Source: an optimization exercise on an open RTL-to-GDS flow (aim: small area and a short achievable clock period). Production flows keep margins and buffers that such runs may drop.
The RTL was checked by simulation tests, not by an equivalence proof against the original design.
In every run shown here, the design's own scripts or RTL, not TritonCTS, make the clock network.
The flow treats the clock pin as an ideal source. Dropping or thinning the clock tree relies on that and would not hold on a real chip.
Power and IR drop assume default switching activity.

==> flow/design.v <==
`timescale 1ns  / 10 ps
module CLA_4 (      
                    input  Cin,
                    input  [3:0] A, B,
                    output [3:0] Sum,Generate ,Propogate);
wire [3:0] Carry,g,p; 
assign Sum          = (A ^ B^ Carry);
assign g  		    = (A & B);                 
assign p  		    = (A ^ B);				   
assign Generate     =  g;				   
assign Propogate    =  p; 
assign Carry[0] =     Cin ;
assign Carry[1] =  (( Cin & p[0])                    |  g[0]);
assign Carry[2] =  (( Cin & p[0]&p[1] )              | (g[0]&p[1])               |  g[1]);
assign Carry[3] =  (( Cin & p[0]&p[1]&p[2])          | (g[0]&p[1]&p[2])          | (g[1]&p[2])           |  g[2] );
endmodule
`timescale 1ns  / 10 ps
module carry_out_4 (input  Cin,   input  [3:0] g, p, output Cout);
assign Cout =(( Cin & p[0]&p[1]&p[2]&p[3])     | (g[0]&p[1]&p[2]&p[3])     | (g[1]&p[2]&p[3])      | (g[2]&p[3])       |  g[3] );
endmodule
`timescale 1ns  / 10 ps
module carry_out_8 ( input  Cin,   input  [7:0] g, p, output Cout);
assign Cout = (( Cin & p[0]&p[1]&p[2]&p[3]&p[4]&p[5]&p[6]&p[7])  | (g[0]&p[1]&p[2]&p[3]&p[4]&p[5]&p[6]&p[7]) | (g[1]&p[2]&p[3]&p[4]&p[5]&p[6]&p[7])  | (g[2]&p[3]&p[4]&p[5]&p[6]&p[7])   | (g[3]&p[4]&p[5]&p[6]&p[7])    | g[4]&p[5]&p[6]&p[7]   | g[5]&p[6]&p[7]    | g[6]&p[7] | g[7]);  
endmodule
`timescale 1ns  / 10 ps
module carry_out_16 ( input  Cin,   input  [15:0] g, p, output Cout);
assign Cout = (( Cin &  p[0] &p[1]  &p[2]  &p[3]  &p[4]  &p[5]  &p[6]  &p[7]  &p[8]  &p[9]  &p[10] &p[11] &p[12] &p[13] &p[14] &p[15])  | 
                       (g[0] &p[1]  &p[2]  &p[3]  &p[4]  &p[5]  &p[6]  &p[7]  &p[8]  &p[9]  &p[10] &p[11] &p[12] &p[13] &p[14] &p[15])  | 
                       (g[1] &p[2]  &p[3]  &p[4]  &p[5]  &p[6]  &p[7]  &p[8]  &p[9]  &p[10] &p[11] &p[12] &p[13] &p[14] &p[15])  | 
                       (g[2] &p[3]  &p[4]  &p[5]  &p[6]  &p[7]  &p[8]  &p[9]  &p[10] &p[11] &p[12] &p[13] &p[14] &p[15])  | 
                       (g[3] &p[4]  &p[5]  &p[6]  &p[7]  &p[8]  &p[9]  &p[10] &p[11] &p[12] &p[13] &p[14] &p[15])  | 
                       (g[4] &p[5]  &p[6]  &p[7]  &p[8]  &p[9]  &p[10] &p[11] &p[12] &p[13] &p[14] &p[15])  | 
                       (g[5] &p[6]  &p[7]  &p[8]  &p[9]  &p[10] &p[11] &p[12] &p[13] &p[14] &p[15])  | 
                       (g[6] &p[7]  &p[8]  &p[9]  &p[10] &p[11] &p[12] &p[13] &p[14] &p[15])  | 
                       (g[7] &p[8]  &p[9]  &p[10] &p[11] &p[12] &p[13] &p[14] &p[15])  | 
                       (g[8] &p[9]  &p[10] &p[11] &p[12] &p[13] &p[14] &p[15])  | 
                       (g[9] &p[10] &p[11] &p[12] &p[13] &p[14] &p[15])  | 
                      (g[10] &p[11] &p[12] &p[13] &p[14] &p[15])  | 
                      (g[11] &p[12] &p[13] &p[14] &p[15])  | 
                      (g[12] &p[13] &p[14] &p[15])  | 
                      (g[13] &p[14] &p[15])  | 
                      (g[14] &p[15])  | 
                      (g[15])
					   );
endmodule
`timescale 1ns  / 10 ps
module carry_out_32 ( input  Cin,   input  [31:0] g, p, output Cout);
assign Cout = (( Cin &  p[0] &p[1]  &p[2]  &p[3]  &p[4]  &p[5]  &p[6]  &p[7]  &p[8]  &p[9]  &p[10] &p[11] &p[12] &p[13] &p[14] &p[15] &p[16] &p[17] &p[18] &p[19] &p[20] &p[21] &p[22] &p[23] &p[24] &p[25] &p[26] &p[27] &p[28] &p[29] &p[30] &p[31])  | 
                       (g[0] &p[1]  &p[2]  &p[3]  &p[4]  &p[5]  &p[6]  &p[7]  &p[8]  &p[9]  &p[10] &p[11] &p[12] &p[13] &p[14] &p[15] &p[16] &p[17] &p[18] &p[19] &p[20] &p[21] &p[22] &p[23] &p[24] &p[25] &p[26] &p[27] &p[28] &p[29] &p[30] &p[31])  | 
                       (g[1] &p[2]  &p[3]  &p[4]  &p[5]  &p[6]  &p[7]  &p[8]  &p[9]  &p[10] &p[11] &p[12] &p[13] &p[14] &p[15] &p[16] &p[17] &p[18] &p[19] &p[20] &p[21] &p[22] &p[23] &p[24] &p[25] &p[26] &p[27] &p[28] &p[29] &p[30] &p[31])  |  
                       (g[2] &p[3]  &p[4]  &p[5]  &p[6]  &p[7]  &p[8]  &p[9]  &p[10] &p[11] &p[12] &p[13] &p[14] &p[15] &p[16] &p[17] &p[18] &p[19] &p[20] &p[21] &p[22] &p[23] &p[24] &p[25] &p[26] &p[27] &p[28] &p[29] &p[30] &p[31])  | 
                       (g[3] &p[4]  &p[5]  &p[6]  &p[7]  &p[8]  &p[9]  &p[10] &p[11] &p[12] &p[13] &p[14] &p[15] &p[16] &p[17] &p[18] &p[19] &p[20] &p[21] &p[22] &p[23] &p[24] &p[25] &p[26] &p[27] &p[28] &p[29] &p[30] &p[31])  | 
                       (g[4] &p[5]  &p[6]  &p[7]  &p[8]  &p[9]  &p[10] &p[11] &p[12] &p[13] &p[14] &p[15] &p[16] &p[17] &p[18] &p[19] &p[20] &p[21] &p[22] &p[23] &p[24] &p[25] &p[26] &p[27] &p[28] &p[29] &p[30] &p[31])  | 
                       (g[5] &p[6]  &p[7]  &p[8]  &p[9]  &p[10] &p[11] &p[12] &p[13] &p[14] &p[15] &p[16] &p[17] &p[18] &p[19] &p[20] &p[21] &p[22] &p[23] &p[24] &p[25] &p[26] &p[27] &p[28] &p[29] &p[30] &p[31])  | 
                       (g[6] &p[7]  &p[8]  &p[9]  &p[10] &p[11] &p[12] &p[13] &p[14] &p[15] &p[16] &p[17] &p[18] &p[19] &p[20] &p[21] &p[22] &p[23] &p[24] &p[25] &p[26] &p[27] &p[28] &p[29] &p[30] &p[31])  | 
                       (g[7] &p[8]  &p[9]  &p[10] &p[11] &p[12] &p[13] &p[14] &p[15] &p[16] &p[17] &p[18] &p[19] &p[20] &p[21] &p[22] &p[23] &p[24] &p[25] &p[26] &p[27] &p[28] &p[29] &p[30] &p[31])  | 
                       (g[8] &p[9]  &p[10] &p[11] &p[12] &p[13] &p[14] &p[15] &p[16] &p[17] &p[18] &p[19] &p[20] &p[21] &p[22] &p[23] &p[24] &p[25] &p[26] &p[27] &p[28] &p[29] &p[30] &p[31])  | 
                       (g[9] &p[10] &p[11] &p[12] &p[13] &p[14] &p[15] &p[16] &p[17] &p[18] &p[19] &p[20] &p[21] &p[22] &p[23] &p[24] &p[25] &p[26] &p[27] &p[28] &p[29] &p[30] &p[31])  | 
                       (g[10]&p[11] &p[12] &p[13] &p[14] &p[15] &p[16] &p[17] &p[18] &p[19] &p[20] &p[21] &p[22] &p[23] &p[24] &p[25] &p[26] &p[27] &p[28] &p[29] &p[30] &p[31])  | 
                       (g[11]&p[12] &p[13] &p[14] &p[15] &p[16] &p[17] &p[18] &p[19] &p[20] &p[21] &p[22] &p[23] &p[24] &p[25] &p[26] &p[27] &p[28] &p[29] &p[30] &p[31])  | 
                       (g[12]&p[13] &p[14] &p[15] &p[16] &p[17] &p[18] &p[19] &p[20] &p[21] &p[22] &p[23] &p[24] &p[25] &p[26] &p[27] &p[28] &p[29] &p[30] &p[31])  | 
                       (g[13]&p[14] &p[15] &p[16] &p[17] &p[18] &p[19] &p[20] &p[21] &p[22] &p[23] &p[24] &p[25] &p[26] &p[27] &p[28] &p[29] &p[30] &p[31])  | 
                       (g[14]&p[15] &p[16] &p[17] &p[18] &p[19] &p[20] &p[21] &p[22] &p[23] &p[24] &p[25] &p[26] &p[27] &p[28] &p[29] &p[30] &p[31])  | 
                       (g[15]&p[16] &p[17] &p[18] &p[19] &p[20] &p[21] &p[22] &p[23] &p[24] &p[25] &p[26] &p[27] &p[28] &p[29] &p[30] &p[31])  | 
                       (g[16]&p[17] &p[18] &p[19] &p[20] &p[21] &p[22] &p[23] &p[24] &p[25] &p[26] &p[27] &p[28] &p[29] &p[30] &p[31])  | 
                       (g[17]&p[18] &p[19] &p[20] &p[21] &p[22] &p[23] &p[24] &p[25] &p[26] &p[27] &p[28] &p[29] &p[30] &p[31])  | 
                       (g[18]&p[19] &p[20] &p[21] &p[22] &p[23] &p[24] &p[25] &p[26] &p[27] &p[28] &p[29] &p[30] &p[31])  | 
                       (g[19]&p[20] &p[21] &p[22] &p[23] &p[24] &p[25] &p[26] &p[27] &p[28] &p[29] &p[30] &p[31])  | 
                       (g[20]&p[21] &p[22] &p[23] &p[24] &p[25] &p[26] &p[27] &p[28] &p[29] &p[30] &p[31])  | 
                       (g[21]&p[22] &p[23] &p[24] &p[25] &p[26] &p[27] &p[28] &p[29] &p[30] &p[31])  | 
                       (g[22]&p[23] &p[24] &p[25] &p[26] &p[27] &p[28] &p[29] &p[30] &p[31])  | 
                       (g[23]&p[24] &p[25] &p[26] &p[27] &p[28] &p[29] &p[30] &p[31])  | 
                       (g[24]&p[25] &p[26] &p[27] &p[28] &p[29] &p[30] &p[31])  | 
                       (g[25]&p[26] &p[27] &p[28] &p[29] &p[30] &p[31])  | 
                       (g[26]&p[27] &p[28] &p[29] &p[30] &p[31])  | 
                       (g[27]&p[28] &p[29] &p[30] &p[31])  | 
                       (g[28]&p[29] &p[30] &p[31])  | 
                       (g[29]&p[30] &p[31])  | 
                       (g[30]&p[31])  | 
                       (g[31])
                       );
endmodule
`timescale 1ns / 10 ps
module CLA_64_4 (   input  [63:0] a_inp,
                    input  [63:0] b_inp,
                    output reg [63:0] s_out,
                    output reg        c_out,
                    input         clock,
                    input         reset);
reg  [2:0] u0;
wire [2:0] n0 = {1'b0, a_inp[1:0]} + {1'b0, b_inp[1:0]};
reg  [2:0] u1;
wire [2:0] n1 = {1'b0, a_inp[3:2]} + {1'b0, b_inp[3:2]};
reg  [2:0] u2;
wire [2:0] n2 = {1'b0, a_inp[5:4]} + {1'b0, b_inp[5:4]};
reg  [2:0] u3;
wire [2:0] n3 = {1'b0, a_inp[7:6]} + {1'b0, b_inp[7:6]};
reg  [2:0] u4;
wire [2:0] n4 = {1'b0, a_inp[9:8]} + {1'b0, b_inp[9:8]};
reg  [2:0] u5;
wire [2:0] n5 = {1'b0, a_inp[11:10]} + {1'b0, b_inp[11:10]};
reg  [2:0] u6;
wire [2:0] n6 = {1'b0, a_inp[13:12]} + {1'b0, b_inp[13:12]};
reg  [2:0] u7;
wire [2:0] n7 = {1'b0, a_inp[15:14]} + {1'b0, b_inp[15:14]};
reg  [2:0] u8;
wire [2:0] n8 = {1'b0, a_inp[17:16]} + {1'b0, b_inp[17:16]};
reg  [2:0] u9;
wire [2:0] n9 = {1'b0, a_inp[19:18]} + {1'b0, b_inp[19:18]};
reg  [2:0] u10;
wire [2:0] n10 = {1'b0, a_inp[21:20]} + {1'b0, b_inp[21:20]};
reg  [2:0] u11;
wire [2:0] n11 = {1'b0, a_inp[23:22]} + {1'b0, b_inp[23:22]};
reg  [2:0] u12;
wire [2:0] n12 = {1'b0, a_inp[25:24]} + {1'b0, b_inp[25:24]};
reg  [2:0] u13;
wire [2:0] n13 = {1'b0, a_inp[27:26]} + {1'b0, b_inp[27:26]};
reg  [2:0] u14;
wire [2:0] n14 = {1'b0, a_inp[29:28]} + {1'b0, b_inp[29:28]};
reg  [2:0] u15;
wire [2:0] n15 = {1'b0, a_inp[31:30]} + {1'b0, b_inp[31:30]};
reg  [2:0] u16;
wire [2:0] n16 = {1'b0, a_inp[33:32]} + {1'b0, b_inp[33:32]};
reg  [2:0] u17;
wire [2:0] n17 = {1'b0, a_inp[35:34]} + {1'b0, b_inp[35:34]};
reg  [2:0] u18;
wire [2:0] n18 = {1'b0, a_inp[37:36]} + {1'b0, b_inp[37:36]};
reg  [2:0] u19;
wire [2:0] n19 = {1'b0, a_inp[39:38]} + {1'b0, b_inp[39:38]};
reg  [2:0] u20;
wire [2:0] n20 = {1'b0, a_inp[41:40]} + {1'b0, b_inp[41:40]};
reg  [2:0] u21;
wire [2:0] n21 = {1'b0, a_inp[43:42]} + {1'b0, b_inp[43:42]};
reg  [2:0] u22;
wire [2:0] n22 = {1'b0, a_inp[45:44]} + {1'b0, b_inp[45:44]};
reg  [2:0] u23;
wire [2:0] n23 = {1'b0, a_inp[47:46]} + {1'b0, b_inp[47:46]};
reg  [2:0] u24;
wire [2:0] n24 = {1'b0, a_inp[49:48]} + {1'b0, b_inp[49:48]};
reg  [2:0] u25;
wire [2:0] n25 = {1'b0, a_inp[51:50]} + {1'b0, b_inp[51:50]};
reg  [2:0] u26;
wire [2:0] n26 = {1'b0, a_inp[53:52]} + {1'b0, b_inp[53:52]};
reg  [2:0] u27;
wire [2:0] n27 = {1'b0, a_inp[55:54]} + {1'b0, b_inp[55:54]};
reg  [2:0] u28;
wire [2:0] n28 = {1'b0, a_inp[57:56]} + {1'b0, b_inp[57:56]};
reg  [2:0] u29;
wire [2:0] n29 = {1'b0, a_inp[59:58]} + {1'b0, b_inp[59:58]};
reg  [2:0] u30;
wire [2:0] n30 = {1'b0, a_inp[61:60]} + {1'b0, b_inp[61:60]};
reg  [2:0] u31;
wire [2:0] n31 = {1'b0, a_inp[63:62]} + {1'b0, b_inp[63:62]};
wire g0_0 = u0[2];
wire p0_0 = &u0[1:0];
wire g1_1 = u1[2];
wire p1_1 = &u1[1:0];
wire g2_2 = u2[2];
wire p2_2 = &u2[1:0];
wire g3_3 = u3[2];
wire p3_3 = &u3[1:0];
wire g4_4 = u4[2];
wire p4_4 = &u4[1:0];
wire g5_5 = u5[2];
wire p5_5 = &u5[1:0];
wire g6_6 = u6[2];
wire p6_6 = &u6[1:0];
wire g7_7 = u7[2];
wire p7_7 = &u7[1:0];
wire g8_8 = u8[2];
wire p8_8 = &u8[1:0];
wire g9_9 = u9[2];
wire p9_9 = &u9[1:0];
wire g10_10 = u10[2];
wire p10_10 = &u10[1:0];
wire g11_11 = u11[2];
wire p11_11 = &u11[1:0];
wire g12_12 = u12[2];
wire p12_12 = &u12[1:0];
wire g13_13 = u13[2];
wire p13_13 = &u13[1:0];
wire g14_14 = u14[2];
wire p14_14 = &u14[1:0];
wire g15_15 = u15[2];
wire p15_15 = &u15[1:0];
wire g16_16 = u16[2];
wire p16_16 = &u16[1:0];
wire g17_17 = u17[2];
wire p17_17 = &u17[1:0];
wire g18_18 = u18[2];
wire p18_18 = &u18[1:0];
wire g19_19 = u19[2];
wire p19_19 = &u19[1:0];
wire g20_20 = u20[2];
wire p20_20 = &u20[1:0];
wire g21_21 = u21[2];
wire p21_21 = &u21[1:0];
wire g22_22 = u22[2];
wire p22_22 = &u22[1:0];
wire g23_23 = u23[2];
wire p23_23 = &u23[1:0];
wire g24_24 = u24[2];
wire p24_24 = &u24[1:0];
wire g25_25 = u25[2];
wire p25_25 = &u25[1:0];
wire g26_26 = u26[2];
wire p26_26 = &u26[1:0];
wire g27_27 = u27[2];
wire p27_27 = &u27[1:0];
wire g28_28 = u28[2];
wire p28_28 = &u28[1:0];
wire g29_29 = u29[2];
wire p29_29 = &u29[1:0];
wire g30_30 = u30[2];
wire p30_30 = &u30[1:0];
wire g31_31 = u31[2];
wire p31_31 = &u31[1:0];
wire g1_0 = g1_1 | (p1_1 & g0_0);
wire g3_2 = g3_3 | (p3_3 & g2_2);
wire p3_2 = p3_3 & p2_2;
wire g5_4 = g5_5 | (p5_5 & g4_4);
wire p5_4 = p5_5 & p4_4;
wire g7_6 = g7_7 | (p7_7 & g6_6);
wire p7_6 = p7_7 & p6_6;
wire g9_8 = g9_9 | (p9_9 & g8_8);
wire p9_8 = p9_9 & p8_8;
wire g11_10 = g11_11 | (p11_11 & g10_10);
wire p11_10 = p11_11 & p10_10;
wire g13_12 = g13_13 | (p13_13 & g12_12);
wire p13_12 = p13_13 & p12_12;
wire g15_14 = g15_15 | (p15_15 & g14_14);
wire p15_14 = p15_15 & p14_14;
wire g17_16 = g17_17 | (p17_17 & g16_16);
wire p17_16 = p17_17 & p16_16;
wire g19_18 = g19_19 | (p19_19 & g18_18);
wire p19_18 = p19_19 & p18_18;
wire g21_20 = g21_21 | (p21_21 & g20_20);
wire p21_20 = p21_21 & p20_20;
wire g23_22 = g23_23 | (p23_23 & g22_22);
wire p23_22 = p23_23 & p22_22;
wire g25_24 = g25_25 | (p25_25 & g24_24);
wire p25_24 = p25_25 & p24_24;
wire g27_26 = g27_27 | (p27_27 & g26_26);
wire p27_26 = p27_27 & p26_26;
wire g29_28 = g29_29 | (p29_29 & g28_28);
wire p29_28 = p29_29 & p28_28;
wire g31_30 = g31_31 | (p31_31 & g30_30);
wire p31_30 = p31_31 & p30_30;
wire g2_0 = g2_2 | (p2_2 & g1_0);
wire g3_0 = g3_2 | (p3_2 & g1_0);
wire g6_4 = g6_6 | (p6_6 & g5_4);
wire p6_4 = p6_6 & p5_4;
wire g7_4 = g7_6 | (p7_6 & g5_4);
wire p7_4 = p7_6 & p5_4;
wire g10_8 = g10_10 | (p10_10 & g9_8);
wire p10_8 = p10_10 & p9_8;
wire g11_8 = g11_10 | (p11_10 & g9_8);
wire p11_8 = p11_10 & p9_8;
wire g14_12 = g14_14 | (p14_14 & g13_12);
wire p14_12 = p14_14 & p13_12;
wire g15_12 = g15_14 | (p15_14 & g13_12);
wire p15_12 = p15_14 & p13_12;
wire g18_16 = g18_18 | (p18_18 & g17_16);
wire p18_16 = p18_18 & p17_16;
wire g19_16 = g19_18 | (p19_18 & g17_16);
wire p19_16 = p19_18 & p17_16;
wire g22_20 = g22_22 | (p22_22 & g21_20);
wire p22_20 = p22_22 & p21_20;
wire g23_20 = g23_22 | (p23_22 & g21_20);
wire p23_20 = p23_22 & p21_20;
wire g26_24 = g26_26 | (p26_26 & g25_24);
wire p26_24 = p26_26 & p25_24;
wire g27_24 = g27_26 | (p27_26 & g25_24);
wire p27_24 = p27_26 & p25_24;
wire g30_28 = g30_30 | (p30_30 & g29_28);
wire p30_28 = p30_30 & p29_28;
wire g31_28 = g31_30 | (p31_30 & g29_28);
wire p31_28 = p31_30 & p29_28;
wire g4_0 = g4_4 | (p4_4 & g3_0);
wire g5_0 = g5_4 | (p5_4 & g3_0);
wire g6_0 = g6_4 | (p6_4 & g3_0);
wire g7_0 = g7_4 | (p7_4 & g3_0);
wire g12_8 = g12_12 | (p12_12 & g11_8);
wire p12_8 = p12_12 & p11_8;
wire g13_8 = g13_12 | (p13_12 & g11_8);
wire p13_8 = p13_12 & p11_8;
wire g14_8 = g14_12 | (p14_12 & g11_8);
wire p14_8 = p14_12 & p11_8;
wire g15_8 = g15_12 | (p15_12 & g11_8);
wire p15_8 = p15_12 & p11_8;
wire g20_16 = g20_20 | (p20_20 & g19_16);
wire p20_16 = p20_20 & p19_16;
wire g21_16 = g21_20 | (p21_20 & g19_16);
wire p21_16 = p21_20 & p19_16;
wire g22_16 = g22_20 | (p22_20 & g19_16);
wire p22_16 = p22_20 & p19_16;
wire g23_16 = g23_20 | (p23_20 & g19_16);
wire p23_16 = p23_20 & p19_16;
wire g28_24 = g28_28 | (p28_28 & g27_24);
wire p28_24 = p28_28 & p27_24;
wire g29_24 = g29_28 | (p29_28 & g27_24);
wire p29_24 = p29_28 & p27_24;
wire g30_24 = g30_28 | (p30_28 & g27_24);
wire p30_24 = p30_28 & p27_24;
wire g31_24 = g31_28 | (p31_28 & g27_24);
wire p31_24 = p31_28 & p27_24;
wire g8_0 = g8_8 | (p8_8 & g7_0);
wire g9_0 = g9_8 | (p9_8 & g7_0);
wire g10_0 = g10_8 | (p10_8 & g7_0);
wire g11_0 = g11_8 | (p11_8 & g7_0);
wire g12_0 = g12_8 | (p12_8 & g7_0);
wire g13_0 = g13_8 | (p13_8 & g7_0);
wire g14_0 = g14_8 | (p14_8 & g7_0);
wire g15_0 = g15_8 | (p15_8 & g7_0);
wire g24_16 = g24_24 | (p24_24 & g23_16);
wire p24_16 = p24_24 & p23_16;
wire g25_16 = g25_24 | (p25_24 & g23_16);
wire p25_16 = p25_24 & p23_16;
wire g26_16 = g26_24 | (p26_24 & g23_16);
wire p26_16 = p26_24 & p23_16;
wire g27_16 = g27_24 | (p27_24 & g23_16);
wire p27_16 = p27_24 & p23_16;
wire g28_16 = g28_24 | (p28_24 & g23_16);
wire p28_16 = p28_24 & p23_16;
wire g29_16 = g29_24 | (p29_24 & g23_16);
wire p29_16 = p29_24 & p23_16;
wire g30_16 = g30_24 | (p30_24 & g23_16);
wire p30_16 = p30_24 & p23_16;
wire g31_16 = g31_24 | (p31_24 & g23_16);
wire p31_16 = p31_24 & p23_16;
wire g16_0 = g16_16 | (p16_16 & g15_0);
wire g17_0 = g17_16 | (p17_16 & g15_0);
wire g18_0 = g18_16 | (p18_16 & g15_0);
wire g19_0 = g19_16 | (p19_16 & g15_0);
wire g20_0 = g20_16 | (p20_16 & g15_0);
wire g21_0 = g21_16 | (p21_16 & g15_0);
wire g22_0 = g22_16 | (p22_16 & g15_0);
wire g23_0 = g23_16 | (p23_16 & g15_0);
wire g24_0 = g24_16 | (p24_16 & g15_0);
wire g25_0 = g25_16 | (p25_16 & g15_0);
wire g26_0 = g26_16 | (p26_16 & g15_0);
wire g27_0 = g27_16 | (p27_16 & g15_0);
wire g28_0 = g28_16 | (p28_16 & g15_0);
wire g29_0 = g29_16 | (p29_16 & g15_0);
wire g30_0 = g30_16 | (p30_16 & g15_0);
wire g31_0 = g31_16 | (p31_16 & g15_0);
wire c0 = 1'b0;
wire c1 = g0_0;
wire c2 = g1_0;
wire c3 = g2_0;
wire c4 = g3_0;
wire c5 = g4_0;
wire c6 = g5_0;
wire c7 = g6_0;
wire c8 = g7_0;
wire c9 = g8_0;
wire c10 = g9_0;
wire c11 = g10_0;
wire c12 = g11_0;
wire c13 = g12_0;
wire c14 = g13_0;
wire c15 = g14_0;
wire c16 = g15_0;
wire c17 = g16_0;
wire c18 = g17_0;
wire c19 = g18_0;
wire c20 = g19_0;
wire c21 = g20_0;
wire c22 = g21_0;
wire c23 = g22_0;
wire c24 = g23_0;
wire c25 = g24_0;
wire c26 = g25_0;
wire c27 = g26_0;
wire c28 = g27_0;
wire c29 = g28_0;
wire c30 = g29_0;
wire c31 = g30_0;
wire c32 = g31_0;
wire [1:0] t0 = u0[1:0] + {1'd0, c0};
wire [1:0] t1 = u1[1:0] + {1'd0, c1};
wire [1:0] t2 = u2[1:0] + {1'd0, c2};
wire [1:0] t3 = u3[1:0] + {1'd0, c3};
wire [1:0] t4 = u4[1:0] + {1'd0, c4};
wire [1:0] t5 = u5[1:0] + {1'd0, c5};
wire [1:0] t6 = u6[1:0] + {1'd0, c6};
wire [1:0] t7 = u7[1:0] + {1'd0, c7};
wire [1:0] t8 = u8[1:0] + {1'd0, c8};
wire [1:0] t9 = u9[1:0] + {1'd0, c9};
wire [1:0] t10 = u10[1:0] + {1'd0, c10};
wire [1:0] t11 = u11[1:0] + {1'd0, c11};
wire [1:0] t12 = u12[1:0] + {1'd0, c12};
wire [1:0] t13 = u13[1:0] + {1'd0, c13};
wire [1:0] t14 = u14[1:0] + {1'd0, c14};
wire [1:0] t15 = u15[1:0] + {1'd0, c15};
wire [1:0] t16 = u16[1:0] + {1'd0, c16};
wire [1:0] t17 = u17[1:0] + {1'd0, c17};
wire [1:0] t18 = u18[1:0] + {1'd0, c18};
wire [1:0] t19 = u19[1:0] + {1'd0, c19};
wire [1:0] t20 = u20[1:0] + {1'd0, c20};
wire [1:0] t21 = u21[1:0] + {1'd0, c21};
wire [1:0] t22 = u22[1:0] + {1'd0, c22};
wire [1:0] t23 = u23[1:0] + {1'd0, c23};
wire [1:0] t24 = u24[1:0] + {1'd0, c24};
wire [1:0] t25 = u25[1:0] + {1'd0, c25};
wire [1:0] t26 = u26[1:0] + {1'd0, c26};
wire [1:0] t27 = u27[1:0] + {1'd0, c27};
wire [1:0] t28 = u28[1:0] + {1'd0, c28};
wire [1:0] t29 = u29[1:0] + {1'd0, c29};
wire [1:0] t30 = u30[1:0] + {1'd0, c30};
wire [1:0] t31 = u31[1:0] + {1'd0, c31};
always @(posedge clock or posedge reset)
begin
    if (reset)
        begin
            s_out <= 64'b0;
            c_out <= 1'b0;
            u0 <= 'b0;
            u1 <= 'b0;
            u2 <= 'b0;
            u3 <= 'b0;
            u4 <= 'b0;
            u5 <= 'b0;
            u6 <= 'b0;
            u7 <= 'b0;
            u8 <= 'b0;
            u9 <= 'b0;
            u10 <= 'b0;
            u11 <= 'b0;
            u12 <= 'b0;
            u13 <= 'b0;
            u14 <= 'b0;
            u15 <= 'b0;
            u16 <= 'b0;
            u17 <= 'b0;
            u18 <= 'b0;
            u19 <= 'b0;
            u20 <= 'b0;
            u21 <= 'b0;
            u22 <= 'b0;
            u23 <= 'b0;
            u24 <= 'b0;
            u25 <= 'b0;
            u26 <= 'b0;
            u27 <= 'b0;
            u28 <= 'b0;
            u29 <= 'b0;
            u30 <= 'b0;
            u31 <= 'b0;
        end
    else
        begin
            u0 <= n0;
            u1 <= n1;
            u2 <= n2;
            u3 <= n3;
            u4 <= n4;
            u5 <= n5;
            u6 <= n6;
            u7 <= n7;
            u8 <= n8;
            u9 <= n9;
            u10 <= n10;
            u11 <= n11;
            u12 <= n12;
            u13 <= n13;
            u14 <= n14;
            u15 <= n15;
            u16 <= n16;
            u17 <= n17;
            u18 <= n18;
            u19 <= n19;
            u20 <= n20;
            u21 <= n21;
            u22 <= n22;
            u23 <= n23;
            u24 <= n24;
            u25 <= n25;
            u26 <= n26;
            u27 <= n27;
            u28 <= n28;
            u29 <= n29;
            u30 <= n30;
            u31 <= n31;
            s_out <= {t31, t30, t29, t28, t27, t26, t25, t24, t23, t22, t21, t20, t19, t18, t17, t16, t15, t14, t13, t12, t11, t10, t9, t8, t7, t6, t5, t4, t3, t2, t1, t0};
            c_out <= c32;
        end
end
endmodule
==> flow/flow/run.sh <==
#!/bin/bash
set -e
cat >> config.mk <<CFG
export BUFFER_PORTS_ARGS = -buffer_cell sky130_fd_sc_hd__buf_1
export PRE_CTS_TCL = $PWD/flow/cts_manual.tcl
export MANUAL_CTS_NLEAF = 8
export MANUAL_CTS_NL1 = 4
export MANUAL_CTS_LEAF = sky130_fd_sc_hd__inv_12
export MANUAL_CTS_L1 = sky130_fd_sc_hd__inv_4
export SETUP_SLACK_MARGIN = 6.5
CFG
bash standard.sh > standard.log 2>&1
==> flow/flow/cts_manual.tcl <==
# Pre-CTS hook: a small, balanced clock tree built by hand.
# The flip-flops are split by balanced k-means on their placed locations
# into NLEAF groups; each group gets a leaf clock buffer at its centre. The
# leaf buffers are split the same way into NL1 groups, each driven by one
# first-level buffer, and the first-level buffers are driven by the clock
# port (NL1 = 0: the leaves hang on the port). Every flip-flop sits behind
# the same number of buffers, so all of them get the same clock latency up
# to wire and load differences. The standard clock_tree_synthesis call that
# follows in cts.tcl is turned into a no-op. The buffers may be inverters
# (both levels then, so the flip-flops see the clock's own polarity).

# balanced k-means: items are {obj x y}; returns the group index of each item
proc mcts_cluster {items k} {
  set n [llength $items]
  set sorted [lsort -integer -index 1 $items]
  set centres {}
  for {set g 0} {$g < $k} {incr g} {
    set lo [expr {$g * $n / $k}]
    set hi [expr {($g + 1) * $n / $k - 1}]
    set ax 0; set ay 0
    foreach s [lrange $sorted $lo $hi] { incr ax [lindex $s 1]; incr ay [lindex $s 2] }
    set m [expr {max(1, $hi - $lo + 1)}]
    lappend centres [list [expr {$ax / $m}] [expr {$ay / $m}]]
  }
  set cap [expr {($n + $k - 1) / $k}]
  for {set iter 0} {$iter < 40} {incr iter} {
    set pairs {}
    set i 0
    foreach s $items {
      for {set g 0} {$g < $k} {incr g} {
        set c [lindex $centres $g]
        set dx [expr {[lindex $s 1] - [lindex $c 0]}]
        set dy [expr {[lindex $s 2] - [lindex $c 1]}]
        lappend pairs [list [expr {$dx * $dx + $dy * $dy}] $i $g]
      }
      incr i
    }
    set pairs [lsort -integer -index 0 $pairs]
    array unset asg
    for {set g 0} {$g < $k} {incr g} { set cnt($g) 0; set sx($g) 0; set sy($g) 0 }
    foreach p $pairs {
      lassign $p d i g
      if {[info exists asg($i)] || $cnt($g) >= $cap} continue
      set asg($i) $g
      incr cnt($g)
    }
    for {set i 0} {$i < $n} {incr i} {
      incr sx($asg($i)) [lindex [lindex $items $i] 1]
      incr sy($asg($i)) [lindex [lindex $items $i] 2]
    }
    set centres {}
    for {set g 0} {$g < $k} {incr g} {
      lappend centres [list [expr {$sx($g) / max(1, $cnt($g))}] [expr {$sy($g) / max(1, $cnt($g))}]]
    }
  }
  set out {}
  for {set i 0} {$i < $n} {incr i} { lappend out $asg($i) }
  return [list $out $centres]
}

proc mcts_centre {iterm} {
  set bb [[$iterm getInst] getBBox]
  return [list $iterm [expr {([$bb xMin] + [$bb xMax]) / 2}] [expr {([$bb yMin] + [$bb yMax]) / 2}]]
}

# one buffer per group: moves each group's sinks onto a new net driven by
# the buffer; returns the buffers' input pins as items
proc mcts_level {block master items k name driver_net} {
  lassign [mcts_cluster $items $k] asg centres
  set outs {}
  for {set g 0} {$g < $k} {incr g} {
    set inst [odb::dbInst_create $block $master "${name}_$g"]
    set net [odb::dbNet_create $block "${name}_net_$g"]
    $net setSigType CLOCK
    set opin X
    if {[$master findMTerm Y] ne "NULL"} { set opin Y }
    [$inst findITerm $opin] connect $net
    [$inst findITerm A] connect $driver_net
    lassign [lindex $centres $g] cx cy
    $inst setLocation [expr {$cx - [$master getWidth] / 2}] [expr {$cy - [$master getHeight] / 2}]
    $inst setPlacementStatus PLACED
    set bnet($g) $net
    set cnt($g) 0
    lappend outs [mcts_centre [$inst findITerm A]]
  }
  set i 0
  foreach s $items {
    set it [lindex $s 0]
    $it disconnect
    $it connect $bnet([lindex $asg $i])
    incr cnt([lindex $asg $i])
    incr i
  }
  for {set g 0} {$g < $k} {incr g} { puts "manual cts: $name $g drives $cnt($g) pins near [lindex $centres $g]" }
  return $outs
}

proc manual_cts {} {
  set nleaf 8
  set nl1 2
  set leafcell sky130_fd_sc_hd__clkbuf_16
  set l1cell sky130_fd_sc_hd__clkbuf_16
  if {[info exists ::env(MANUAL_CTS_NLEAF)]} { set nleaf $::env(MANUAL_CTS_NLEAF) }
  if {[info exists ::env(MANUAL_CTS_NL1)]} { set nl1 $::env(MANUAL_CTS_NL1) }
  if {[info exists ::env(MANUAL_CTS_LEAF)]} { set leafcell $::env(MANUAL_CTS_LEAF) }
  if {[info exists ::env(MANUAL_CTS_L1)]} { set l1cell $::env(MANUAL_CTS_L1) }
  set db [ord::get_db]
  set block [ord::get_db_block]
  set clk_net [$block findNet clock]
  set sinks {}
  foreach it [$clk_net getITerms] { lappend sinks [mcts_centre $it] }
  puts "manual cts: [llength $sinks] clock sinks, $nleaf leaf buffers, $nl1 first-level buffers"
  set leaves [mcts_level $block [$db findMaster $leafcell] $sinks $nleaf clkbuf_leaf $clk_net]
  if {$nl1 > 0} {
    mcts_level $block [$db findMaster $l1cell] $leaves $nl1 clkbuf_l1 $clk_net
  }
}
manual_cts

set_propagated_clock [all_clocks]
# cts.tcl next calls repair_clock_inverters, which would clone the tree's
# inverters per load, and then clock_tree_synthesis; the tree is complete,
# so both are skipped.
rename repair_clock_inverters orig_repair_clock_inverters
proc repair_clock_inverters {args} { puts "manual cts: repair_clock_inverters skipped" }
rename clock_tree_synthesis orig_clock_tree_synthesis
proc clock_tree_synthesis {args} { puts "manual cts: clock_tree_synthesis skipped" }

# The port buffers are all made from one cell by buffer_ports; the output
# ports' buffers may be swapped to another (PORT_OUT_BUF).
if {[info exists ::env(PORT_OUT_BUF)]} {
  set m [[ord::get_db] findMaster $::env(PORT_OUT_BUF)]
  set k 0
  foreach bt [[ord::get_db_block] getBTerms] {
    if {[$bt getIoType] ne "OUTPUT"} continue
    set drv [[$bt getNet] getFirstOutput]
    if {$drv eq "NULL"} continue
    [$drv getInst] swapMaster $m
    incr k
  }
  puts "port buffers: $k output port drivers made $::env(PORT_OUT_BUF)"
}
==> flow/standard.sh <==
#!/bin/bash
# synth_recipe.tcl (not shown) runs the flow's synth.tcl, then flattens the netlist and writes it again
# the make line also repeats each setting of config.mk as NAME=value (left out here)
make -C /OpenROAD-flow-scripts/flow DESIGN_CONFIG=/design/flow/config.mk WORK_HOME=/design/flow/orfs CLKGATE_MAP_FILE= SYNTH_SCRIPT=/design/flow/synth_recipe.tcl "${@:-finish}"
==> flow/config.mk <==
export PLATFORM = sky130hd
export DESIGN_NAME = CLA_64_4
export DESIGN_NICKNAME = CLA_64_4
export VERILOG_FILES = /design/flow/design.v
export SDC_FILE = /design/flow/constraint.sdc
export NUM_CORES = 4
export LEC_CHECK = 0
export CAP_MARGIN = 20
export CORE_MARGIN = 2
export CORE_UTILIZATION = 75
export PLACE_DENSITY = 0.82
export SLEW_MARGIN = 20
export TNS_END_PERCENT = 0
export BUFFER_PORTS_ARGS = -buffer_cell sky130_fd_sc_hd__buf_1
export PRE_CTS_TCL = /design/flow/flow/cts_manual.tcl
export MANUAL_CTS_NLEAF = 8
export MANUAL_CTS_NL1 = 4
export MANUAL_CTS_LEAF = sky130_fd_sc_hd__inv_12
export MANUAL_CTS_L1 = sky130_fd_sc_hd__inv_4
export SETUP_SLACK_MARGIN = 6.5
==> flow/constraint.sdc <==
create_clock -name core_clock -period 9.0 [get_ports {clock}]
set_input_delay 1.8000 -clock core_clock [delete_from_list [all_inputs] [get_ports {clock}]]
set_output_delay 1.8000 -clock core_clock [all_outputs]
set_load 0.01 [all_outputs]
==> reports/metrics.yaml, run 1 <==
status: "timing/DRC/antenna clean"
post_dp_cell_area_sq_um: 7280
drt_wl_total_mm: 13.8
hold_path_class: "flip-flop to flip-flop"
postSynthCellCount: 391
num_io_pins: 195
first_pass_iters: 4
drive_gt1_frac: 0.0791
synth.distinct_cells: 38
grt_pass1_vias: 4344
finalSetupViolations: 0
finalSetupTns_ns: 0
die_height_microns: 96.4
hold_violations: 0
drt_iter0_drc: 228
leakage_nw: 3.43
cpPeakStageDelay_ns: 0.48
place_congestion: 0.817
worst_setup_path_start_kind: "primary input"
crit_buf_inv: 1
num-nets-final: 834
ant_nets: 0
clkLatencyLatePin_ns: 0.16
num_antenna_cells: 0
fp.dieArea_sq_um: 9290
crit_path_top_delay_cell: "fa_1"
worstPathCellList: "buf_1, ha_1, fa_1"
wl_per_cell_microns: 19.4
required_ns: 9.03
antenna_found_initial: 0
async_flop_share: 1.00
synth_edf_count: 0
relSlewSlack: 0.678
cp.arrival_ns: 2.56
hpwl_mm: 10.2
grt_use_total: 0.289
clk_pin_slew_ns: 0.08
period_share: 0.282
critPathCaptureType: "flip-flop"
grt_max_degree: 64
yosysWarnings: 1
routed_via_density: 5.78
max_freq_mhz: 394
port_buffers: 194
cpLargestDelayFamily: "adder cells"
overflow: 0
core-area_sq_um: 8260
die_x_microns: 96.4
holdWs_ns: 0.357
grt_first_pass_wirelength_mm: 20.1
area_growth_pct: 18.1
p_per_area_nw_per_um2: 200
num_rows: 33
ctsHoldBuffers: 0
synthesis.area_sq_um: 6400
largest_reg_flops: 64
syn-num-nets: 616
drv_cap: 0
finClkSkew_ns: 0.0147
path_class: "primary input to flip-flop"
synth_ff_type: "dfrtp_1"
vias: 4117
avgSynthCellArea_sq_um: 16.4
tightest_slew_ns: 0.480
initial_utilization: 0.775
design_area_sq_um: 7560
yosysSeqAreaShare: 0.629
min_period_ns: 2.53
largest-register: "s_out"
synth_seq_cells: 161
cp_max_fo: 1
rsz0062_at_grt: "yes"
slew_viol_final: 0
drc: 0
vdd_drop_max_v: 0.000137
## Yosys cell counts, types with 2 or more instances
library cell / number / area [sq um]
nand2_1: 15 / 56.3
a21o_1: 2 / 15.0
nand4_1: 6 / 37.5
and3_1: 2 / 12.5
o31ai_1: 2 / 15.0
a211o_1: 3 / 26.3
a31oi_1: 10 / 62.6
xor2_1: 31 / 272
o21bai_1: 3 / 22.5
and4_1: 4 / 35.0
nor3_1: 3 / 15.0
o21ai_0: 3 / 15.0
fa_1: 32 / 641
a21oi_1: 4 / 20.0
and2_1: 2 / 12.5
a211oi_1: 2 / 15.0
nor2_1: 8 / 30.0
a31o_2: 11 / 96.3
ha_1: 63 / 788
dfrtp_1: 161 / 4030
nand3_1: 2 / 10.0
inv_1: 6 / 22.5
## power by group
group	switching (mW)	leakage (nW)	internal, mW	total (mW)
Clock	0.256	0.0762	0.0553	0.312
Combinational	0.176	1.46	0.116	0.292
Sequential	0.0675	1.90	0.839	0.906
Total	0.500	3.43	1.01	1.51
## kinds of logic after synthesis
kind of cell    after synthesis  synth area share
simple gates                 46            0.0373
buf+inv                       6           0.00352
fa+ha+maj                    95             0.223
flops                       161             0.629
xor+xnor                     31            0.0424
compound gates               52            0.0641
## worst paths after layout
check / endpoint / from / slack (ns) / cells past startpoint
max reg2reg: s_out[63] / u13[0] / 6.48 / 9
min: s_out[0] / u0[0] / 0.36 / 0
min reg2reg: s_out[0] / u0[0] / 0.36 / 0
max in group asynchronous: u7[0] / reset / 6.60 / 3
max: u20[1] / a_inp[40] / 6.47 / 3
min in group asynchronous: u2[2] / reset / 1.79 / 2
## area by class of cell
cell class,count,area [sq um]
flip-flops and latches,161,4030
multi-input cells,224,2390
repair buffers,202,813
fillers,294,701
inverters,18,181
well taps,105,131
repair inverters,2,12.5
## layout by cell type (no fill, tap or decap), types with 2 or more instances in the layout
master | synthesis | layout
a211o_1 | 3 | 3
a211oi_2 | 1 | 3
a21o_1 | 2 | 2
a21oi_1 | 4 | 4
a31o_2 | 11 | 11
a31oi_1 | 10 | 7
a31oi_2 | 0 | 3
and2_1 | 2 | 2
and3_1 | 2 | 2
and4_1 | 4 | 4
buf_1 | 0 | 194
buf_12 | 0 | 2
buf_4 | 0 | 6
clkinvlp_4 | 0 | 2
dfrtp_1 | 161 | 161
fa_1 | 32 | 32
ha_1 | 63 | 63
inv_1 | 6 | 5
inv_12 | 0 | 8
inv_4 | 0 | 4
nand2_1 | 15 | 15
nand3_1 | 2 | 2
nand4_1 | 6 | 6
nor2_1 | 8 | 8
nor3_1 | 3 | 2
o21ai_0 | 3 | 3
o21bai_1 | 3 | 3
o31ai_1 | 2 | 2
xor2_1 | 31 | 31
## metal layers
| layer | track usage | vias up | routed length [microns] |
|---|---|---|---|
| met3 | 0.0450 | 40 | 872 |
| met4 | 0.102 | 0 | 408 |
| met2 | 0.514 | 187 | 7500 |
| li1 | - | 1804 | - |
| met5 | 0 | - | 0 |
| met1 | 0.364 | 2086 | 5010 |
## stage by stage
| step | total power [mW] | utilization | cells | setup slack, ns |
|---|---|---|---|---|
| finish | 1.51 | 0.915 | 712 | 6.47 |
| global route | 1.59 | 0.915 | 712 | 6.39 |
| CTS | 1.50 | 0.903 | 705 | 6.46 |
| detailed placement | 1.19 | 0.882 | 692 | 5.70 |
| global placement | 1.16 | 0.882 | 692 | 5.76 |
| floorplan | 1.05 | - | 391 | 5.16 |
## repair_timing
| item | in CTS | in global routing |
|---|---|---|
| hold endpoints to repair | 0 | 0 |
| gates resized for setup | 5 | 8 |
| setup endpoints to repair | 130 | 171 |
| pin swaps | 0 | 5 |
| buffers inserted | 0 | 6 |
| gates cloned | 1 | 1 |
==> run 2: changes to the inputs <==
--- a/flow/config.mk
+++ b/flow/config.mk
@@ -8,6 +8,6 @@
 export CAP_MARGIN = 20
 export CORE_MARGIN = 2
-export CORE_UTILIZATION = 75
-export PLACE_DENSITY = 0.82
+export CORE_UTILIZATION = 65
+export PLACE_DENSITY = 0.7
 export SLEW_MARGIN = 20
 export TNS_END_PERCENT = 0
==> run 2 against run 1 <==
  * Still clean
  * Worst setup slack about the same
  * Utilization down 13 points
  * Sequential power down 0.7%
  * Combinational power down 7%
  * Clock skew down 0.0050 ns
  * Largest cell class unchanged
==> reports/metrics.yaml, run 2 <==
finClkSkew_ns: 0.00964  # -0.00505 ns
drt_wl_total_mm: 11.4  # -17%
hpwl_mm: 8.87  # -13%
final_cell_mix: "buf_1, dfrtp_1, ha_1"
total_power_mw: 1.48  # -2.2%
num-nets-final: 830  # -0.48%
critPathCaptureType: "flip-flop"
die_x_microns: 103  # +7.1%
first_pass_iters: 4  # unchanged
num_antenna_cells: 0  # unchanged
drc: 0  # unchanged
drive_gt1_frac: 0.0663  # -0.0127
finalSetupViolations: 0  # unchanged
cp_max_fo: 1  # unchanged
relSlewSlack: 0.657  # -0.0210
place_congestion: 0.812  # -0.55%
avgSynthCellArea_sq_um: 16.4  # unchanged
die_height_microns: 103  # +7.1%
finalSetupTns_ns: 0  # unchanged
wl_per_cell_microns: 15.5  # -20%
cp.arrival_ns: 2.56  # about the same
drv_cap: 0  # unchanged
postSynthCellCount: 391  # unchanged
vias: 3835  # -6.8%
synth.distinct_cells: 38  # unchanged
clk_pin_slew_ns: 0.08  # about the same
routed_via_density: 5.21  # -9.9%
synthesis.area_sq_um: 6400  # unchanged
hold_path_class: "flip-flop to flip-flop"
num_io_pins: 195  # unchanged
grt_max_degree: 67  # +4.7%
yosysWarnings: 1  # unchanged
largest-register: "s_out"
num_rows: 36  # +9.1%
ctsHoldBuffers: 0  # unchanged
status: "timing/DRC/antenna clean"
period_share: 0.282  # about the same
area_growth_pct: 18.3
holdWs_ns: 0.350  # -0.00733 ns
clkLatencyLatePin_ns: 0.15  # about the same
async_flop_share: 1.00  # unchanged
antenna_found_initial: 0  # unchanged
design_area_sq_um: 7570  # +0.18%
synth_ff_type: "dfrtp_1"
port_buffers: 194  # unchanged
tightest_slew_ns: 0.510  # +0.0294 ns
largest_reg_flops: 64  # unchanged
yosysSeqAreaShare: 0.629  # unchanged
synth.most_common_cell: "dfrtp_1"
rsz0062_at_grt: "yes"
required_ns: 9.02  # about the same
crit_buf_inv: 1  # unchanged
slew_viol_final: 0  # unchanged
post_dp_cell_area_sq_um: 7310  # +0.48%
core-area_sq_um: 9680  # +17%
ant_nets: 0  # unchanged
synth_area_leaders: "dfrtp_1, ha_1, fa_1"
p_per_area_nw_per_um2: 195  # -2.3%
synth_edf_count: 0  # unchanged
min_period_ns: 2.54  # +0.000430 ns
drt_iter0_drc: 93  # -59%
max_freq_mhz: 394  # about the same
synth_top_area_share: 0.629  # unchanged
initial_utilization: 0.661  # -0.114
worstPathCellList: "buf_1, ha_1, fa_1"
worst_setup_path_start_kind: "primary input"
synth_seq_cells: 161  # unchanged
cpLargestDelayFamily: "adder cells"
mostFrequentLayoutCell: "buf_1"
synth_top_area_cell: "dfrtp_1"
leakage_nw: 3.43  # -0.21%
grt_pass1_vias: 3909  # -10%
crit_path_top_delay_cell: "fa_1"
fp.dieArea_sq_um: 10700  # +15%
synth_commonest_cells: "dfrtp_1, ha_1, fa_1"
overflow: 0  # unchanged
path_class: "primary input to flip-flop"
hold_violations: 0  # unchanged
fillers: 621  # +110%
vdd_drop_max_v: 0.000123  # -9.6%
grt_first_pass_wirelength_mm: 17.6  # -12%
syn-num-nets: 616  # unchanged
cpPeakStageDelay_ns: 0.47  # about the same
grt_use_total: 0.215  # -0.0740
==> run 2: cell counts after synthesis <==
Identical to the previous run, type by type.
==> run 2: final timing paths <==
check | startpoint | endpoint | slack, ns | cells after the start
setup / recovery | a_inp[44] | u22[1] | 6.46 | 3
hold / removal | u0[0] | s_out[0] | 0.35 | 0
setup reg to reg | u9[0] | s_out[63] | 6.51 | 8
hold reg to reg | u0[0] | s_out[0] | 0.35 | 0
max in group asynchronous | reset | u15[2] | 6.55 | 4
min in group asynchronous | reset | u6[1] | 1.82 | 2
==> run 2: metal layers <==
metal  wire length (microns)  vias up  global-route usage
li1                        -     1805                   -
met4                     327        0              0.0607
met3                     726       23              0.0356
met2                    5940      140               0.389
met1                    4430     1867               0.269
met5                       0        -                   0
==> run 2: per-stage QoR <==
| step | worst slack, ns | cells | utilization |
|---|---|---|---|
| floorplan | 5.16 | 391 | - |
| global placement | 5.06 | 720 | 0.755 |
| detailed placement | 5.01 | 720 | 0.755 |
| CTS | 6.45 | 735 | 0.777 |
| global route | 6.42 | 736 | 0.782 |
| finish | 6.46 | 736 | 0.782 |
==> run 2: repair_timing <==
item / 4_1_cts / 5_1_grt
gates resized for setup: 8 / 3
gates cloned: 2 / 1
setup buffers: 1 / 0
endpoints found under the setup margin: 128 / 84
pin swaps: 0 / 1
==> run 2: cell type report <==
type                       count  area (sq um)  share of cell area
timing repair buffer         198           816               0.108
tap                          133           166              0.0220
timing repair inverter         2          12.5             0.00165
sequential                   161          4030               0.532
inverter                      18           181              0.0240
multi-input combinational    224          2370               0.313
==> run 2: where the power goes <==
group / leakage (nW) / internal [mW] / total (mW) / switching, mW
Sequential: 1.90 / 0.839 / 0.900 / 0.0611
Clock: 0.0762 / 0.0552 / 0.304 / 0.249
Combinational: 1.45 / 0.112 / 0.273 / 0.161
==> run 2: worst reg2reg max path, cell delays in order (launching register included) <==
cell      delay (ns)
dfrtp_1         0.44
a311oi_2        0.36
o31ai_1         0.16
a211oi_2        0.26
o211ai_2        0.18
a211o_1         0.36
a211o_1         0.28
ha_1            0.19
xor2_1          0.15
==> run 2: kinds of logic (layout without fill, tap and decap cells) <==
| family | count (synthesis) | count (layout) | share of synthesized area |
|---|---|---|---|
| compound gates | 52 | 52 | 0.0641 |
| xor+xnor | 31 | 31 | 0.0424 |
| fa+ha+maj | 95 | 95 | 0.223 |
| buf+inv | 6 | 218 | 0.00352 |
| flops | 161 | 161 | 0.629 |
| simple gates | 46 | 46 | 0.0373 |
==> run 3: changes to the inputs <==
--- a/flow/flow/run.sh
+++ b/flow/flow/run.sh
@@ -8,5 +8,5 @@
 export MANUAL_CTS_LEAF = sky130_fd_sc_hd__inv_12
 export MANUAL_CTS_L1 = sky130_fd_sc_hd__inv_4
-export SETUP_SLACK_MARGIN = 6.5
+export SETUP_SLACK_MARGIN = 6.6
 CFG
 bash standard.sh > standard.log 2>&1
--- a/flow/config.mk
+++ b/flow/config.mk
@@ -8,6 +8,5 @@
 export CAP_MARGIN = 20
 export CORE_MARGIN = 2
-export CORE_UTILIZATION = 65
-export PLACE_DENSITY = 0.7
+export CORE_UTILIZATION = 60
 export SLEW_MARGIN = 20
 export TNS_END_PERCENT = 0
@@ -18,3 +17,3 @@
 export MANUAL_CTS_LEAF = sky130_fd_sc_hd__inv_12
 export MANUAL_CTS_L1 = sky130_fd_sc_hd__inv_4
-export SETUP_SLACK_MARGIN = 6.5
+export SETUP_SLACK_MARGIN = 6.6
==> run 3 against run 2 <==
  * Combinational power shrank 3%
  * Via count shrank 0.44%
  * Sequential power is essentially flat
  * Still clean on timing, DRC and antenna
  * Hold slack gained 0.0024 ns
==> reports/metrics.yaml, run 3 <==
status: "timing/DRC/antenna clean"
routed_via_density: 5.19  # -0.31%
design_area_sq_um: 7530  # -0.48%
final_cell_mix: "buf_1, dfrtp_1, ha_1"
largest_reg_flops: 64  # unchanged
finalSetupTns_ns: 0  # unchanged
antenna_found_initial: 0  # unchanged
synth.most_common_cell: "dfrtp_1"
postSynthCellCount: 391  # unchanged
core-area_sq_um: 10300  # +6.6%
p_per_area_nw_per_um2: 196  # +0.37%
drc: 0  # unchanged
synth_top_area_cell: "dfrtp_1"
tightest_slew_ns: 0.550  # +0.0403 ns
hold_violations: 0  # unchanged
crit_buf_inv: 1  # unchanged
place_inst: 722  # +0.28%
path_class: "primary input to flip-flop"
num-nets-final: 826  # -0.48%
post_dp_cell_area_sq_um: 7320  # +0.12%
slew_viol_final: 0  # unchanged
synthesis.area_sq_um: 6400  # unchanged
clkLatencyLatePin_ns: 0.16  # about the same
period_share: 0.278  # -0.00345
total_power_mw: 1.48  # -0.11%
leakage_nw: 3.40  # -0.68%
crit_path_top_delay_cell: "fa_1"
port_buffers: 194  # unchanged
multiInputGateArea_sq_um: 2370  # +0.32%
fp.dieArea_sq_um: 11500  # +8.0%
finClkSkew_ns: 0.0133  # +0.00366 ns
first_pass_iters: 4  # unchanged
die_x_microns: 107  # +3.9%
cpLargestDelayFamily: "adder cells"
yosysWarnings: 1  # unchanged
cp.arrival_ns: 2.53  # -0.03 ns
initial_utilization: 0.620  # -0.0409
avgSynthCellArea_sq_um: 16.4  # unchanged
die_height_microns: 107  # +3.9%
grt_max_degree: 162  # +140%
ant_nets: 0  # unchanged
place_congestion: 0.804  # -1.1%
area_growth_pct: 17.7
synth.distinct_cells: 38  # unchanged
fin_cells: 735  # -0.14%
grt_first_pass_wirelength_mm: 18.0  # +2.1%
finalSetupViolations: 0  # unchanged
synth_seq_cells: 161  # unchanged
hpwl_mm: 8.72  # -1.7%
synth_ff_type: "dfrtp_1"
num_antenna_cells: 0  # unchanged
overflow: 0  # unchanged
wl_per_cell_microns: 15.3  # -1.4%
fillers: 719  # +16%
cpPeakStageDelay_ns: 0.47  # about the same
synth_top_area_share: 0.629  # unchanged
yosysSeqAreaShare: 0.629  # unchanged
largest-register: "s_out"
min_period_ns: 2.50  # -0.0310 ns
grt_use_total: 0.195  # -0.0193
num_io_pins: 195  # unchanged
drive_gt1_frac: 0.0651  # -0.00123
holdWs_ns: 0.352  # +0.00241 ns
cp_max_fo: 1  # unchanged
critPathCaptureType: "flip-flop"
synth_commonest_cells: "dfrtp_1, ha_1, fa_1"
hold_path_class: "flip-flop to flip-flop"
num_rows: 37  # +2.8%
worst_setup_path_start_kind: "primary input"
worstPathCellList: "buf_1, ha_2, fa_1"
synth_area_leaders: "dfrtp_1, ha_1, fa_1"
required_ns: 9.02  # about the same
grt_pass1_vias: 3958  # +1.3%
rsz0062_at_grt: "yes"
max_freq_mhz: 399  # +1.2%
relSlewSlack: 0.630  # -0.0271
vias: 3818  # -0.44%
regArea_sq_um: 4030  # unchanged
synth_edf_count: 0  # unchanged
mostFrequentLayoutCell: "buf_1"
async_flop_share: 1.00  # unchanged
drt_iter0_drc: 128  # +38%
vdd_drop_max_v: 0.000143  # +16%
clk_pin_slew_ns: 0.08  # about the same
drv_cap: 0  # unchanged
syn-num-nets: 616  # unchanged
ctsHoldBuffers: 0  # unchanged
drt_wl_total_mm: 11.3  # -1.5%
-- run 3: worst paths after layout --
path,from,to,slack (ns),cells past startpoint
max in group asynchronous,reset,s_out[5],6.85,3
setup / recovery,b_inp[44],u22[1],6.50,3
setup reg to reg,u1[0],s_out[63],6.59,9
hold / removal,u0[0],s_out[0],0.35,0
min in group asynchronous,reset,u29[1],1.79,3
hold reg to reg,u0[0],s_out[0],0.35,0
-- run 3: metrics by stage --
| stage | utilization | setup WS (ns) |
|---|---|---|
| floorplan | - | 5.16 |
| global placement | 0.709 | 6.36 |
| detailed placement | 0.709 | 6.31 |
| CTS | 0.725 | 6.50 |
| global route | 0.730 | 6.44 |
| finish | 0.730 | 6.50 |
-- run 3: worst register-to-register path: stages (launching register included) --
cell	delay [ns]
dfrtp_1	0.41
a31oi_2	0.26
a211oi_1	0.16
and4_4	0.23
o21ai_2	0.12
o211ai_2	0.15
a211o_1	0.35
a211o_1	0.28
ha_1	0.19
xor2_1	0.15
-- run 3: per-layer routing --
layer  part of all wire  GRT usage
met3              0.063     0.0254
met5                  0          0
met1               0.42      0.277
met4              0.023     0.0445
met2               0.49      0.329
-- run 3: timing repair --
action | in CTS | in global routing
endpoints found under the setup margin | 291 | 310
setup buffers | 0 | 0
resized for setup | 3 | 5
gates cloned | 0 | 1
pin swaps | 2 | 1
-- run 3: cell families after synthesis --
group | share of synthesized area
XOR/XNOR | 0.0424
adder cells (fa/ha/maj) | 0.223
buffers and inverters | 0.00352
AO/OA/AOI/OAI | 0.0641
AND/OR/NAND/NOR | 0.0373
flip-flops | 0.629
-- run 3: layout make-up --
class	instances	area share
sequential	161	0.535
timing repair buffer	196	0.104
multi-input combinational	224	0.315
tap	136	0.0226
inverter	18	0.0241
-- run 3: report_power, final --
part           total, mW  switching (mW)  internal, mW  leakage [nW]
registers          0.902          0.0634         0.839          1.90
clock network      0.309           0.253        0.0552        0.0762
logic              0.265           0.156         0.108          1.43
==> run 4: changes to the inputs <==
--- a/flow/flow/run.sh
+++ b/flow/flow/run.sh
@@ -8,5 +8,5 @@
 export MANUAL_CTS_LEAF = sky130_fd_sc_hd__inv_12
 export MANUAL_CTS_L1 = sky130_fd_sc_hd__inv_4
-export SETUP_SLACK_MARGIN = 6.6
+export SETUP_SLACK_MARGIN = 6.42
 CFG
 bash standard.sh > standard.log 2>&1
--- a/flow/config.mk
+++ b/flow/config.mk
@@ -17,3 +17,3 @@
 export MANUAL_CTS_LEAF = sky130_fd_sc_hd__inv_12
 export MANUAL_CTS_L1 = sky130_fd_sc_hd__inv_4
-export SETUP_SLACK_MARGIN = 6.6
+export SETUP_SLACK_MARGIN = 6.42
==> run 4 against run 3 <==
  * Critical path depth did not move
  * Clock power barely moved
  * Design area fell by 0.66%
  * Utilization fell by 0.48 points
  * Global-route usage did not move
  * Cell count fell by 0.14%
  * Largest cell class unchanged
  * Largest power group unchanged
==> reports/metrics.yaml, run 4 <==
status: "timing/DRC/antenna clean"
synthXorXnorAreaFrac: 0.0424  # unchanged
ctsHoldBuffers: 0  # unchanged
synth.most_common_cell: "dfrtp_1"
yosysSeqAreaShare: 0.629  # unchanged
clk_pin_slew_ns: 0.07  # about the same
drt_wl_total_mm: 11.1  # -1.5%
synth_top_area_share: 0.629  # unchanged
hpwl_mm: 8.72  # unchanged
die_height_microns: 107  # unchanged
largest_reg_flops: 64  # unchanged
postSynthCellCount: 391  # unchanged
synth_top_family_by_area: "adder cells"
cp.arrival_ns: 2.53  # about the same
vdd_drop_max_v: 0.000133  # -7.0%
leakage_nw: 3.39  # -0.33%
relSlewSlack: 0.449  # -0.181
fin_cells: 734  # -0.14%
num-nets-final: 825  # -0.12%
syn-num-nets: 616  # unchanged
num_antenna_cells: 0  # unchanged
finClkSkew_ns: 0.0130  # -0.000332 ns
post_dp_cell_area_sq_um: 7320  # unchanged
cp_max_fo: 1  # unchanged
hold_path_class: "flip-flop to flip-flop"
rrSetupSlack_ns: 6.53  # -0.06 ns
finalSetupTns_ns: 0  # unchanged
worst_setup_path_start_kind: "primary input"
num_rows: 37  # unchanged
critPathCaptureType: "flip-flop"
largest-register: "s_out"
place_ws_ns: 6.31  # unchanged
min_period_ns: 2.51  # +0.00145 ns
synth_edf_count: 0  # unchanged
grt_max_degree: 162  # unchanged
max_freq_mhz: 399  # about the same
total_power_mw: 1.47  # -0.40%
p_per_area_nw_per_um2: 196  # +0.26%
synthAdderAreaFrac: 0.223  # unchanged
fp.dieArea_sq_um: 11500  # unchanged
ant_nets: 0  # unchanged
rsz0062_at_grt: "yes"
fin_ws_ns: 6.49  # -0.00145 ns
drive_gt1_frac: 0.0552  # -0.00992
area_growth_pct: 16.9
design_area_sq_um: 7480  # -0.66%
synth_area_leaders: "dfrtp_1, ha_1, fa_1"
tightest_slew_ns: 0.827  # +0.277 ns
grt_first_pass_wirelength_mm: 18.0  # unchanged
synth_ff_type: "dfrtp_1"
first_pass_iters: 4  # unchanged
vias: 3815  # -0.079%
holdWs_ns: 0.352  # -0.000254 ns
drt_iter0_drc: 161  # +26%
slew_viol_final: 0  # unchanged
async_flop_share: 1.00  # unchanged
synth_top_area_cell: "dfrtp_1"
ff2ff_path_depth: 9  # unchanged
synthMuxAreaShare: 0  # unchanged
worstSetupPathDepth: 3  # unchanged
clkLatencyLatePin_ns: 0.15  # about the same
place_inst: 722  # unchanged
drv_cap: 0  # unchanged
core-area_sq_um: 10300  # unchanged
routed_via_density: 5.20  # about the same
cpLargestDelayFamily: "adder cells"
yosysWarnings: 1  # unchanged
final_cell_mix: "buf_1, dfrtp_1, ha_1"
drc: 0  # unchanged
wl_per_cell_microns: 15.1  # -1.4%
synth.distinct_cells: 38  # unchanged
initial_utilization: 0.620  # unchanged
synth_commonest_cells: "dfrtp_1, ha_1, fa_1"
grt_pass1_vias: 3958  # unchanged
port_buffers: 194  # unchanged
synth_seq_cells: 161  # unchanged
antenna_found_initial: 0  # unchanged
crit_path_top_delay_cell: "fa_1"
path_class: "primary input to flip-flop"
synth_compound_area_frac: 0.0641  # unchanged
cpPeakStageDelay_ns: 0.45  # -0.02 ns
place_congestion: 0.804  # unchanged
avgSynthCellArea_sq_um: 16.4  # unchanged
mostFrequentLayoutCell: "buf_1"
period_share: 0.278  # about the same
synth_simple_gate_area_share: 0.0373  # unchanged
crit_buf_inv: 1  # unchanged
hold_path_depth: 0  # unchanged
overflow: 0  # unchanged
synthesis.area_sq_um: 6400  # unchanged
die_x_microns: 107  # unchanged
final_util: 0.725  # -0.00485
finalSetupViolations: 0  # unchanged
hold_violations: 0  # unchanged
worstPathCellList: "buf_1, ha_1, fa_1"
required_ns: 9.02  # about the same
grt_use_total: 0.195  # unchanged
num_io_pins: 195  # unchanged
[run 4: worst register-to-register path, cell delays in order, from the launching register on]
cell      delay [ns]
dfrtp_1         0.40
a31oi_1         0.30
a211oi_1        0.19
and4_4          0.23
o21ai_2         0.12
o211ai_2        0.15
a211o_1         0.35
a211o_1         0.28
ha_1            0.19
xor2_1          0.15
[run 4: metal layers]
layer / wire length (microns) / track usage / vias to the layer above
met5: 0 / 0 / -
met2: 5390 / 0.329 / 142
li1: - / - / 1785
met1: 4680 / 0.277 / 1864
met3: 734 / 0.0254 / 24
met4: 265 / 0.0445 / 0
[run 4: area by class of cell]
cell class / count / area (sq um)
Tap cell: 136 / 170
Inverter: 18 / 181
Fill cell: 725 / 2840
Sequential cell: 161 / 4030
Timing Repair Buffer: 195 / 748
Multi-Input combinational cell: 224 / 2360
[run 4: power by group]
group	internal, mW	total, mW	switching, mW
sequential	0.839	0.902	0.0627
combinational	0.106	0.262	0.155
clock	0.0552	0.306	0.251
total	1.00	1.47	0.469
[run 4: cells by family after synthesis]
logic type / count (synthesis)
AOI/OAI and AO/OA: 52
xor gates and xnor gates: 31
adders and majority gates: 95
buffers and inverters: 6
DFF: 161
and+or+nand+nor: 46
[run 4: repair_timing]
action / 4_1_cts / 5_1_grt
setup endpoints to repair: 0 / 136
resized for setup: 0 / 1
setup buffers: 0 / 0
[run 4: worst paths after layout]
kind	from	to
max in group asynchronous	reset	u4[2]
worst max register to register	u1[1]	s_out[63]
worst min register to register	u0[0]	s_out[0]
min in group asynchronous	reset	s_out[62]
worst min-delay path	u0[0]	s_out[0]
worst max-delay path	a_inp[44]	u22[1]

## re-timing with driven ports
The results above use ideal ports. As a check the final layouts listed here were re-extracted and re-timed, cells and wires unchanged.
Step 1 assumes that a clkbuf_16 drives the clock port and a buf_2 every other input.
Step 2 also shifts input and output timing later by t, the mid clock arrival at the registers, as if the neighbouring blocks saw the same clock.
Slacks: no drivers / after step 1 / after step 2; pairs: no drivers / after step 1.
| run | t, ns | slack for setup (ns) | worst register clock-pin slew, ns | cell pins on the clock port's net |
|---|---|---|---|---|
| run 1 | 0.239 | 6.465 / 6.422 / 6.274 | 0.08 / 0.08 | 4 |
| run 2 | 0.237 | 6.465 / 6.430 / 6.295 | 0.08 / 0.08 | 4 |
| run 3 | 0.242 | 6.496 / 6.423 / 6.323 | 0.08 / 0.08 | 4 |
| run 4 | 0.240 | 6.494 / 6.426 / 6.324 | 0.08 / 0.08 | 4 |
After both steps every run listed still meets setup and hold. The setup slack of run 1, which loses most, moves by -0.043 ns with the drivers and by -0.191 ns with both steps.
